Background: an optimization exercise with open tools, aiming at a short achievable clock period and few clock cycles. Do not read the settings as production practice.
Only simulation tests tie the RTL to the original design; equivalence was not proved.
Power and IR drop assume default switching activity.

== build 95 ==
Design hw5_cpu, start of the top module:
module hw5_cpu(
  clk,
  rst_n,
  imem_addr,
  imem_data,
  dmem_addr,
  dmem_we,
  dmem_wdata,
  dmem_rdata,
  LEDR, LEDG,
  HEX0, HEX1, HEX2, HEX3
);
Settings: LEC_CHECK=0, CAP_MARGIN=20, CORE_MARGIN=2, CORE_UTILIZATION=40, SLEW_MARGIN=20, TNS_END_PERCENT=10; clock period 12.0 ns.
standard.sh (not shown) runs the stock make flow with config.mk's settings and CLKGATE_MAP_FILE= SYNTH_SCRIPT=/design/flow/synth_recipe.tcl, a recipe that flattens the netlist after the stock synthesis.
==> flow/flow/run.sh <==
#!/bin/bash
# The standard layout, with timing repair aimed below the design's period.
# The standard synthesis runs first, unchanged; the layout after it also
# keeps the delay cells out, so that port buffers are not delay cells.
set -euo pipefail
bash standard.sh synth > synth.log 2>&1
bash standard.sh SETUP_SLACK_MARGIN=8.5 "DONT_USE_CELLS=sky130_fd_sc_hd__probe_p_8 sky130_fd_sc_hd__probec_p_8 sky130_fd_sc_hd__lpflow_bleeder_1 sky130_fd_sc_hd__lpflow_clkbufkapwr_1 sky130_fd_sc_hd__lpflow_clkbufkapwr_16 sky130_fd_sc_hd__lpflow_clkbufkapwr_2 sky130_fd_sc_hd__lpflow_clkbufkapwr_4 sky130_fd_sc_hd__lpflow_clkbufkapwr_8 sky130_fd_sc_hd__lpflow_clkinvkapwr_1 sky130_fd_sc_hd__lpflow_clkinvkapwr_16 sky130_fd_sc_hd__lpflow_clkinvkapwr_2 sky130_fd_sc_hd__lpflow_clkinvkapwr_4 sky130_fd_sc_hd__lpflow_clkinvkapwr_8 sky130_fd_sc_hd__lpflow_decapkapwr_12 sky130_fd_sc_hd__lpflow_decapkapwr_3 sky130_fd_sc_hd__lpflow_decapkapwr_4 sky130_fd_sc_hd__lpflow_decapkapwr_6 sky130_fd_sc_hd__lpflow_decapkapwr_8 sky130_fd_sc_hd__lpflow_inputiso0n_1 sky130_fd_sc_hd__lpflow_inputiso0p_1 sky130_fd_sc_hd__lpflow_inputiso1n_1 sky130_fd_sc_hd__lpflow_inputiso1p_1 sky130_fd_sc_hd__lpflow_inputisolatch_1 sky130_fd_sc_hd__lpflow_isobufsrc_1 sky130_fd_sc_hd__lpflow_isobufsrc_16 sky130_fd_sc_hd__lpflow_isobufsrc_2 sky130_fd_sc_hd__lpflow_isobufsrc_4 sky130_fd_sc_hd__lpflow_isobufsrc_8 sky130_fd_sc_hd__lpflow_isobufsrckapwr_16 sky130_fd_sc_hd__lpflow_lsbuf_lh_hl_isowell_tap_1 sky130_fd_sc_hd__lpflow_lsbuf_lh_hl_isowell_tap_2 sky130_fd_sc_hd__lpflow_lsbuf_lh_hl_isowell_tap_4 sky130_fd_sc_hd__lpflow_lsbuf_lh_isowell_4 sky130_fd_sc_hd__lpflow_lsbuf_lh_isowell_tap_1 sky130_fd_sc_hd__lpflow_lsbuf_lh_isowell_tap_2 sky130_fd_sc_hd__lpflow_lsbuf_lh_isowell_tap_4 sky130_fd_sc_hd__clkdlybuf4s15_1 sky130_fd_sc_hd__clkdlybuf4s15_2 sky130_fd_sc_hd__clkdlybuf4s18_1 sky130_fd_sc_hd__clkdlybuf4s18_2 sky130_fd_sc_hd__clkdlybuf4s25_1 sky130_fd_sc_hd__clkdlybuf4s25_2 sky130_fd_sc_hd__clkdlybuf4s50_1 sky130_fd_sc_hd__clkdlybuf4s50_2 sky130_fd_sc_hd__dlygate4sd1_1 sky130_fd_sc_hd__dlygate4sd2_1 sky130_fd_sc_hd__dlygate4sd3_1 sky130_fd_sc_hd__dlymetal6s2s_1 sky130_fd_sc_hd__dlymetal6s4s_1 sky130_fd_sc_hd__dlymetal6s6s_1 " finish > flow.log 2>&1
Build 95 reached the end of the flow, and the finished layout is clean on the timing, design-rule and antenna checks.
Testbench counts of build 95, summed over its fixed seeds: cycles 19,565.
Modified inputs, build 31 compared to build 95
Settings: changing CORE_UTILIZATION from 40 to 50.
==> flow/flow/run.sh <==
#!/bin/bash
# The standard layout, with timing repair aimed below the design's period.
set -euo pipefail
bash standard.sh SETUP_SLACK_MARGIN=8.5 finish > flow.log 2>&1
Notes after the runs:
Build 31 finished end to end and its layout was clean on timing, DRC and antenna. When build 31 is set beside build 95, its share of total power in combinational logic turns out to be 0.7 points larger. Build 31: die area is about 20% lower than what build 95 reported. Taking build 95 as the reference, in build 31 x dimension of the die now sits lower, worst setup margin now sits lower, wire length now sits lower, post-route fraction of the period consumed by the critical path now sits higher. in -> reg as the type of the worst setup path was reported by build 95, and reg -> out by build 31. Build 95 vs build 31, top layer used by detailed routing: met5 vs met4. Summary: with build 95 as the reference, net count of the finished layout in build 31 moved down slightly.
Input-level comparison between build 53 and build 31:
Settings: swapping 50 for 40 in CORE_UTILIZATION.
==> flow/flow/run.sh <==
#!/bin/bash
# The standard layout, with timing repair aimed below the design's period.
set -euo pipefail
bash standard.sh SETUP_SLACK_MARGIN=8.0 finish > flow.log 2>&1
==> comparison <==
Build 53 reached the final stage; the timing, design-rule and antenna checks on its layout passed. Of build 31 and build 53, the higher multi-input gate share of total cell area belongs to build 53. Changes observed in build 53 relative to build 31: initial antenna violation count rose 2, via count normalized by instance count fell 6.2%. Number of buffers outside the clock class in the layout (build 53 over build 31): decrease, 72.
Inputs modified between build 53 and build 24:
Settings: CORE_UTILIZATION: 40 -> 30.
==> flow/flow/run.sh <==
#!/bin/bash
# The standard layout, with timing repair aimed below the design's period.
set -euo pipefail
bash standard.sh SETUP_SLACK_MARGIN=8.5 finish > flow.log 2>&1
==> comparison <==
Between build 24 and build 53, it is build 24 whose critical-path maximum fanout is higher, by 1. Delta (build 24 minus build 53): worst max-slew margin expressed relative to the limit went up by 4.3 points, clock power share went down by 1.3 points, final setup slack of the worst path went up by 0.15 ns. Looking at endpoint of the most critical setup path, the dmem_addr[7] result is from build 24; the dmem_addr[6] one comes from build 53. Across both runs, power per standard cell area was lower for build 24 than for build 53. Final worst hold slack: build 24 vs build 53, no meaningful difference. Build 24 vs. build 53: final non-filler cell area rose about 5.6%, global-route usage went down by 6.4 points, final cell count up 410.
The inputs of build 63 differ from those of build 24 as listed below.
Settings: CORE_UTILIZATION: 30 -> 40; TNS_END_PERCENT: 10 -> unset.
==> flow/flow/run.sh <==
#!/bin/bash
# The standard layout, with timing repair aimed below the design's period.
set -euo pipefail
bash standard.sh SETUP_SLACK_MARGIN=9 finish > flow.log 2>&1
Results
Diff build 24..build 63 | area after synthesis | negligible
The area of the die in build 24 is 1.3 times that in build 63.
Sort build 24 and build 63 by final RePlAce weighted congestion, ascending, and build 63 comes first.
Die width (higher): build 24
The global routing met3 resource utilization number comes out higher for build 63 vs build 24.
The final layout from build 63, which completed every stage, passed the timing, design-rule and antenna checks at the end of the flow.
Reported for build 24 and build 63, buffer depth of the longest clock path turned out identical to the last digit.
Against build 24, build 63 reports a power that is higher.
In the metrics for build 24 and build 63, the one carrying the lower internal power is build 24.
In build 63 the worst path setup slack after routing turned out 0.024 ns higher than in build 24.
Build 63 vs. build 24: finished layout cell area rose 2300 um^2; starting density of the core rose 10 points.
Inputs modified between build 63 and build 21:
Settings: TNS_END_PERCENT now 10, previously not set.
No stage failed in build 21, and the final checks on the layout all came back clean.
Build 21 vs. build 63: non-clock buffer count shrank by 113, maximum frequency grew by 0.0023 GHz.
Compared with build 63, in build 21 area of the placeable core did not really move; area taken by multi-input logic gates shows a reduction of about 1.9%.
Build 21 vs build 63 on clock-buffer cell count: build 21 is the lower one.
Final non-filler cell area: build 21 better than build 63
Looking at capture point of the critical path, the pc_f[12] result is from build 21; the pc_f[14] one comes from build 63.
The total negative setup slack of build 63 and that of build 21 are within noise of each other.
Build 63 has lower path length in cells of the critical path than build 21.

-- port drivers added, routing unchanged --
The results above use ideal ports. As a check the final layouts listed here were re-extracted and re-timed, cells and wires unchanged. Step 1: set_driving_cell puts a clkbuf_16 on clk and a buf_2 on each other input, an assumption about the parent block. Step 2 adds t to the input delays and takes it off the output delays; t is the mean of the earliest and latest rising clock arrival at the registers after step 1. Input paths then give back, and output paths get back, about the clock's delay inside the block. a / b / c = no drivers / after step 1 / after step 2; a / b = the first two.
| run | t (ns) | slack for setup (ns) | slew at the worst register clock pin (ns) | worst data-port slew with drivers (ns) | pins driven straight from the clock port |
|---|---|---|---|---|---|
| build 95 | 0.693 | 8.015 / 7.982 / 7.289 | 0.07 / 0.07 | 0.21 | 1 |
| build 31 | 0.691 | 7.932 / 7.868 / 7.273 | 0.08 / 0.08 | 0.26 | 1 |
| build 53 | 0.702 | 7.795 / 7.736 / 7.168 | 0.08 / 0.08 | 0.22 | 1 |
| build 24 | 0.686 | 7.941 / 7.878 / 7.207 | 0.07 / 0.07 | 0.26 | 1 |
| build 63 | 0.696 | 7.965 / 7.978 / 7.282 | 0.07 / 0.07 | 0.21 | 1 |
| build 21 | 0.705 | 8.002 / 7.914 / 7.209 | 0.07 / 0.07 | 0.29 | 1 |
After both steps every run listed still meets setup and hold. For build 21, which loses most, drivers alone change the setup slack by -0.088 ns; drivers and shift together by -0.793 ns.
